From an optimization exercise on the open Yosys and OpenROAD flow, aimed at small area; shortcuts taken in it are not production practice. Only simulation tests tie the RTL to the original design; equivalence was not proved.

## design/flow/config.mk

```make
export PLATFORM = sky130hd
export DESIGN_NAME = htop
export DESIGN_NICKNAME = htop
export VERILOG_FILES = /design/flow/design.v
export SDC_FILE = /design/flow/constraint.sdc
export NUM_CORES = 4
export LEC_CHECK = 0
export CAP_MARGIN = 20
export CORE_MARGIN = 2
export CORE_UTILIZATION = 40
export SLEW_MARGIN = 20
```

## design/flow/constraint.sdc

```tcl
create_clock -name core_clock -period 6.5 [get_ports {clk_scl}]
set_input_delay 1.3000 -clock core_clock [delete_from_list [all_inputs] [get_ports {clk_scl}]]
set_output_delay 1.3000 -clock core_clock [all_outputs]
set_load 0.01 [all_outputs]
```

## design/flow/design.v

```verilog
module pixel_process (
    input  [7:0] a,
    input  [7:0] b,
    input  [7:0] c,
    input  [7:0] d,
    input        set1,
    output [7:0] y);
wire [18:0] A = {11'd0, a};
wire [18:0] B = {11'd0, b};
wire [18:0] C = {11'd0, c};
wire [18:0] D = {11'd0, d};
wire [18:0] pos_sh = (B << 9) + (C << 1);
wire [18:0] neg_sh = (A << 1) + (B << 3);
wire [18:0] n0 = set1 ? (A << 5) : A;
wire [18:0] n1 = set1 ? (A << 2) : (B << 2);
wire [18:0] n2 = set1 ? (B << 7) : (B << 1);
wire [18:0] n3 = set1 ? (D << 5) : D;
wire [18:0] p0 = set1 ? (C << 7) : (C << 4);
wire [18:0] p1 = set1 ? ((C << 6) + (C << 3) + (D << 2)) : 19'd0;
wire [18:0] s = pos_sh + p0 + p1 - neg_sh - n0 - n1 - n2 - n3;
assign y = s[18] ? 8'd0 : (s[17] ? 8'd255 : s[16:9]);
endmodule
module htop (
    rst_n_scl,clk_scl,
    scl_i_vsync,scl_i_hsync,
    scl_i_data_r,scl_i_data_g,scl_i_data_b,
    scl_cfg_mode,scl_cfg_rsz,scl_cfg_flt,scl_i_data_en,
    scl_o_vsync,scl_o_hsync,
    scl_o_data_en,
    scl_o_data_r,scl_o_data_g,scl_o_data_b);
input rst_n_scl,clk_scl;
input scl_i_vsync,scl_i_hsync;
input [7:0] scl_i_data_r,scl_i_data_g,scl_i_data_b;
input scl_i_data_en,scl_cfg_mode,scl_cfg_rsz;
input [1:0] scl_cfg_flt;
output scl_o_vsync,scl_o_hsync;
output scl_o_data_en;
output [7:0] scl_o_data_r,scl_o_data_g,scl_o_data_b;
reg [7:0] r0,r1,r2,r3,r4,r5,ro;
reg [7:0] g0,g1,g2,g3,g4,g5,go;
reg [7:0] b0,b1,b2,b3,b4,b5,bo;
reg e0,e1,e2,e3,e4;         
reg k2,k3,k4,k5,ko;         
reg [1:0] cnt;              
reg [5:0] vsync_d,hsync_d;
reg vo,ho;
wire keep1 = !scl_cfg_mode || (scl_cfg_rsz ? (cnt == 2'd0) : !cnt[0]);
wire ldr = scl_cfg_mode & k2;
wire ldg = scl_cfg_mode & k3;
wire ldb = scl_cfg_mode & k4;
wire set1 = scl_cfg_flt[0] ^ scl_cfg_flt[1];
wire rev  = scl_cfg_flt[1];
wire [7:0] xa = ldg ? g4 : r3;
wire [7:0] xb = ldg ? g3 : r2;
wire [7:0] xc = ldg ? g2 : r1;
wire [7:0] xd0 = ldg ? g1 : r0;
wire xf = ldg ? e2 : e1;
wire [7:0] xd = xf ? xd0 : xc;
wire [7:0] yx;
pixel_process ux(
    .a(rev ? xd : xa), .b(rev ? xc : xb), .c(rev ? xb : xc), .d(rev ? xa : xd),
    .set1(set1), .y(yx));
wire [7:0] yd = e3 ? b2 : b3;
wire [7:0] yy;
pixel_process uy(
    .a(rev ? yd : b5), .b(rev ? b3 : b4), .c(rev ? b4 : b3), .d(rev ? b5 : yd),
    .set1(set1), .y(yy));
wire fr = e1 & !e2;    
wire fg = e2 & !e3;
wire fb = e3 & !e4;
always @(posedge clk_scl) begin
    if (scl_i_data_en) begin
        r0 <= scl_i_data_r;
        g0 <= scl_i_data_g;
        b0 <= scl_i_data_b;
    end
    r1 <= r0; r2 <= r1;
    r3 <= ldr ? yx : (fr ? r1 : r2);
    r4 <= r3; r5 <= r4; ro <= r5;
    g1 <= g0; g2 <= g1; g3 <= g2;
    g4 <= ldg ? yx : (fg ? g2 : g3);
    g5 <= g4; go <= g5;
    b1 <= b0; b2 <= b1; b3 <= b2; b4 <= b3;
    b5 <= ldb ? yy : (fb ? b3 : b4);
    bo <= b5;
    cnt <= (e0 & e1) ? cnt + 2'd1 : 2'd0;
end
always @(posedge clk_scl or negedge rst_n_scl) begin
    if (!rst_n_scl) begin
        e0 <= 0; e1 <= 0; e2 <= 0; e3 <= 0; e4 <= 0;
        k2 <= 0; k3 <= 0; k4 <= 0; k5 <= 0; ko <= 0;
        vsync_d <= 0; hsync_d <= 0; vo <= 0; ho <= 0;
    end else begin
        e0 <= scl_i_data_en; e1 <= e0; e2 <= e1; e3 <= e2; e4 <= e3;
        k2 <= e1 & keep1; k3 <= k2; k4 <= k3; k5 <= k4; ko <= k5;
        vsync_d <= {vsync_d[4:0], scl_i_vsync};
        hsync_d <= {hsync_d[4:0], scl_i_hsync};
        vo <= vsync_d[5];
        ho <= hsync_d[5];
    end
end
assign scl_o_data_r = ro;
assign scl_o_data_g = go;
assign scl_o_data_b = bo;
assign scl_o_data_en = ko;
assign scl_o_vsync = vo;
assign scl_o_hsync = ho;
endmodule
```

## design/flow/run.sh

```bash
#!/bin/bash
# synth_recipe.tcl (not shown) runs the flow's synth.tcl, then flattens the netlist and writes it again
# the make line also repeats each setting of config.mk as NAME=value (left out here)
make -C /OpenROAD-flow-scripts/flow DESIGN_CONFIG=/design/flow/config.mk WORK_HOME=/design/flow/orfs CLKGATE_MAP_FILE= SYNTH_SCRIPT=/design/flow/synth_recipe.tcl finish
```

==> summary.txt <==
Global route
  – Initial antenna violation count: 0
  – First-pass GRT wire length: 54,700 microns
  – GR Util All Layers: 21.1%
  – Grt ovf: 0
  – Largest net degree at the start of global routing: 29
  – Vias in the first global route: 10,305

Critical path
  – Worst path required time: 6.84 ns
  – Critical path endpoint category: flop
  – Maximum fanout along the worst path: 5
  – FF-to-FF path depth: 26
  – Worst R2R Setup Slack: -0.55 ns
  – Startpoint type of the worst setup path: input pin
  – Critical Path AT: 7.73 ns
  – Kind of critical path: in -> reg
  – Reg2reg start: e2
  – FF-to-FF End: g4[6]

Yosys
  – Mapped Cells: 1,275
  – Post-synth EDFFs: 24
  – Post-Syn Area: 13,100 sq um
  – Top FF cell, synth: dfxtp_1
  – Largest cells by area after synthesis: dfxtp_1, fa_1, ha_1
  – Sequential area share after synthesis: 32.5%
  – Area leader, netlist: dfxtp_1
  – Top-count cell post-synth: inv_1
  – Synth unique cells: 52
  – Post-synth top area share: 22.4%
  – Synthesized net count: 1,543
  – Ys Warns: 1
  – Top cells by count, synth: inv_1, dfxtp_1, fa_1
  – Ys async rst share: 12.4%
  – #FFs+latches synth: 194
  – Syn Area/Cell: 10.3 sq um

Clock tree
  – Clk sink count: 194
  – Hold buffer count at CTS: 0
  – H-tree depth: 4
  – Clock tree buffer depth: 2
  – Root Driver: clkbuf_16
  – Clk slew on worst S/H paths: 0.07 ns
  – Worst-skew pair later-pin latency: 0.43 ns
  – TritonCTS Buffers: 17
  – CTS tree: built

Final layout
  – Final nets: 1,872
  – Antenna cells: 0
  – Finished Cell Area: 17,700 sq um
  – Fraction of layout cells with a size suffix above 1: 30.2%
  – Area Growth Syn to Fin: 35.2%
  – Fin util: 54.6%

Placed design
  – Placement Setup Slack: -1.94 ns
  – IO Port Bufs: 59
  – HPWL Detailed: 28,000 microns
  – Placed inst area: 16,300 sq um
  – GPL Wtd Cong: 0.953

Route
  – ANT nets after route: 0
  – Routed WL per cell: 16.7 microns
  – Drt initial violations: 565
  – TritonRoute pass-1 iters: 5
  – Via count: 9,866
  – Final WL: 34,300 microns
  – Residual DRC count: 0
  – Via density: 4.79

Die
  – Die height: 185 microns
  – Die Wd: 185 microns
  – Die area: 34,100 sq um
  – Core ar.: 32,400 sq um
  – # IOs: 60
  – # rows: 66
  – Initial Util: 40.4%

STA
  – Final Hold Viols: 0
  – Slew HR: 61.4%
  – Period utilization: 114%
  – Worst-margin pin slew: 0.578 ns
  – F_max: 0.135 GHz
  – Final worst slack: -0.892 ns
  – Tightest hold margin: 0.322 ns
  – RSZ-0062 raised after global routing: true
  – Setup tns final: -17.57 ns
  – Final Critical Period: 7.39 ns
  – Max Slew Vio Count: 0
  – Setup violators final: 24
  – Skew final: 0.0140 ns

Run status
  – Layout check faults: setup timing
  – Status: complete, but fails checks

Min path
  – Worst Hold Path Cells: 0
  – Hold Path Class: reg -> reg
  – Hold endpoint: b2[5]
  – Hold path start: b1[5]

Job
  – Max-cap violations: 0
-- timing repair --
| action | in CTS | in global routing |
|---|---|---|
| resized for setup | 110 | 50 |
| buffers inserted | 17 | 10 |
| cloned | 2 | 0 |
| endpoints found under the setup margin | 24 | 24 |
| hold endpoints to repair | 0 | 0 |
| pin swaps | 79 | 57 |
-- cells in the final DEF (no fill, tap or decap), types with 17 or more instances in the layout --
cell type	n
a21o_1	21
a21oi_1	52
a21oi_2	22
and2_1	26
buf_4	269
clkbuf_16	17
clkdlybuf4s50_1	55
dfrtp_1	24
dfxtp_1	146
edfxtp_1	24
fa_1	139
ha_1	77
inv_1	202
mux2_2	30
mux2i_1	62
nand2_1	87
nor2_1	72
o21ai_0	30
xnor2_1	24
-- through the flow --
step / std cells
after floorplan: 1275
after global placement: 2004
after detailed placement: 2004
after CTS: 2050
final: 2059
after global routing: 2059
-- how the worst max path moves through the flow --
stage	to	startpoint	slack, ns	cells after the start
floorplan	g4[7]	scl_cfg_mode	-1.02	32
global placement	g4[6]	scl_cfg_mode	-1.83	31
detailed placement	g4[6]	scl_cfg_mode	-1.94	31
CTS	r3[6]	scl_cfg_mode	-0.77	29
global route	g4[6]	scl_cfg_mode	-1.09	27
finish	g4[6]	scl_cfg_mode	-0.89	27
-- routing by layer --
metal / up-vias / global-route usage, % / share of wire, %
met5: - / 0 / 0
met4: 0 / 5.21 / 1.8
met2: 232 / 33.2 / 45
li1: 4796 / - / -
met3: 42 / 4.03 / 5.5
met1: 4796 / 30.1 / 48
-- cell type report --
cell class                      count  area (sq um)
Clock buffer                       21           440
Clock inverter                     11          81.3
Fill cell                        2877         14700
Inverter                          211           800
Multi-Input combinational cell    833          8650
Sequential cell                   194          4240
Tap cell                          442           553
Timing Repair Buffer              347          2910
-- critical path, stage by stage --
cell and delay (ns):
buf_12 0.10, nand2_4 0.07, buf_4 0.17, mux2i_2 0.15, mux2i_2 0.29, ha_1 0.34
ha_1 0.32, a21o_1 0.18, a21oi_2 0.20, buf_4 0.14, xnor2_1 0.12, nor2_1 0.09
fa_1 0.52, fa_1 0.45, fa_1 0.57, inv_1 0.06, fa_1 0.53, inv_1 0.05
ha_1 0.30, and4_1 0.22, and3_1 0.22, a22oi_4 0.24, a21oi_2 0.10, or3_4 0.45
a21oi_4 0.20, xor2_4 0.11, a221oi_2 0.24
-- kinds of logic (layout without fill, tap and decap cells) --
group                    count (synthesis)  after routing  share of synthesized area, %
adder cells (fa/ha/maj)                235            235                          30.8
buffers and inverters                  249            590                          7.18
AO/OA/AOI/OAI                          204            204                          9.46
AND/OR/NAND/NOR                        243            244                          8.51
multiplexers                           114            114                          9.23
XOR/XNOR                                36             36                          2.41
flip-flops                             194            194                          32.5

-- what the ideal ports hide --
How much do the figures lean on ideal ports? The routed layout below was timed once more, with nothing changed but the port constraints.
Step 1: set_driving_cell puts a clkbuf_16 on clk_scl and a buf_2 on each other input, an assumption about the parent block.
Step 2 times the ports against the registers' clock, not the clock port: input delays grow and output delays shrink by t, the midpoint of the rising clock arrivals with the driver on.
Three values: no drivers, after step 1, after step 2; two values: the first two.
t (ns): 0.474
setup slack, ns: -0.892 / -0.911 / -1.385
hold slack, ns: 0.322 / 0.322 / 0.322
For this run, drivers alone change the setup slack by -0.019 ns; drivers and shift together by -0.493 ns.
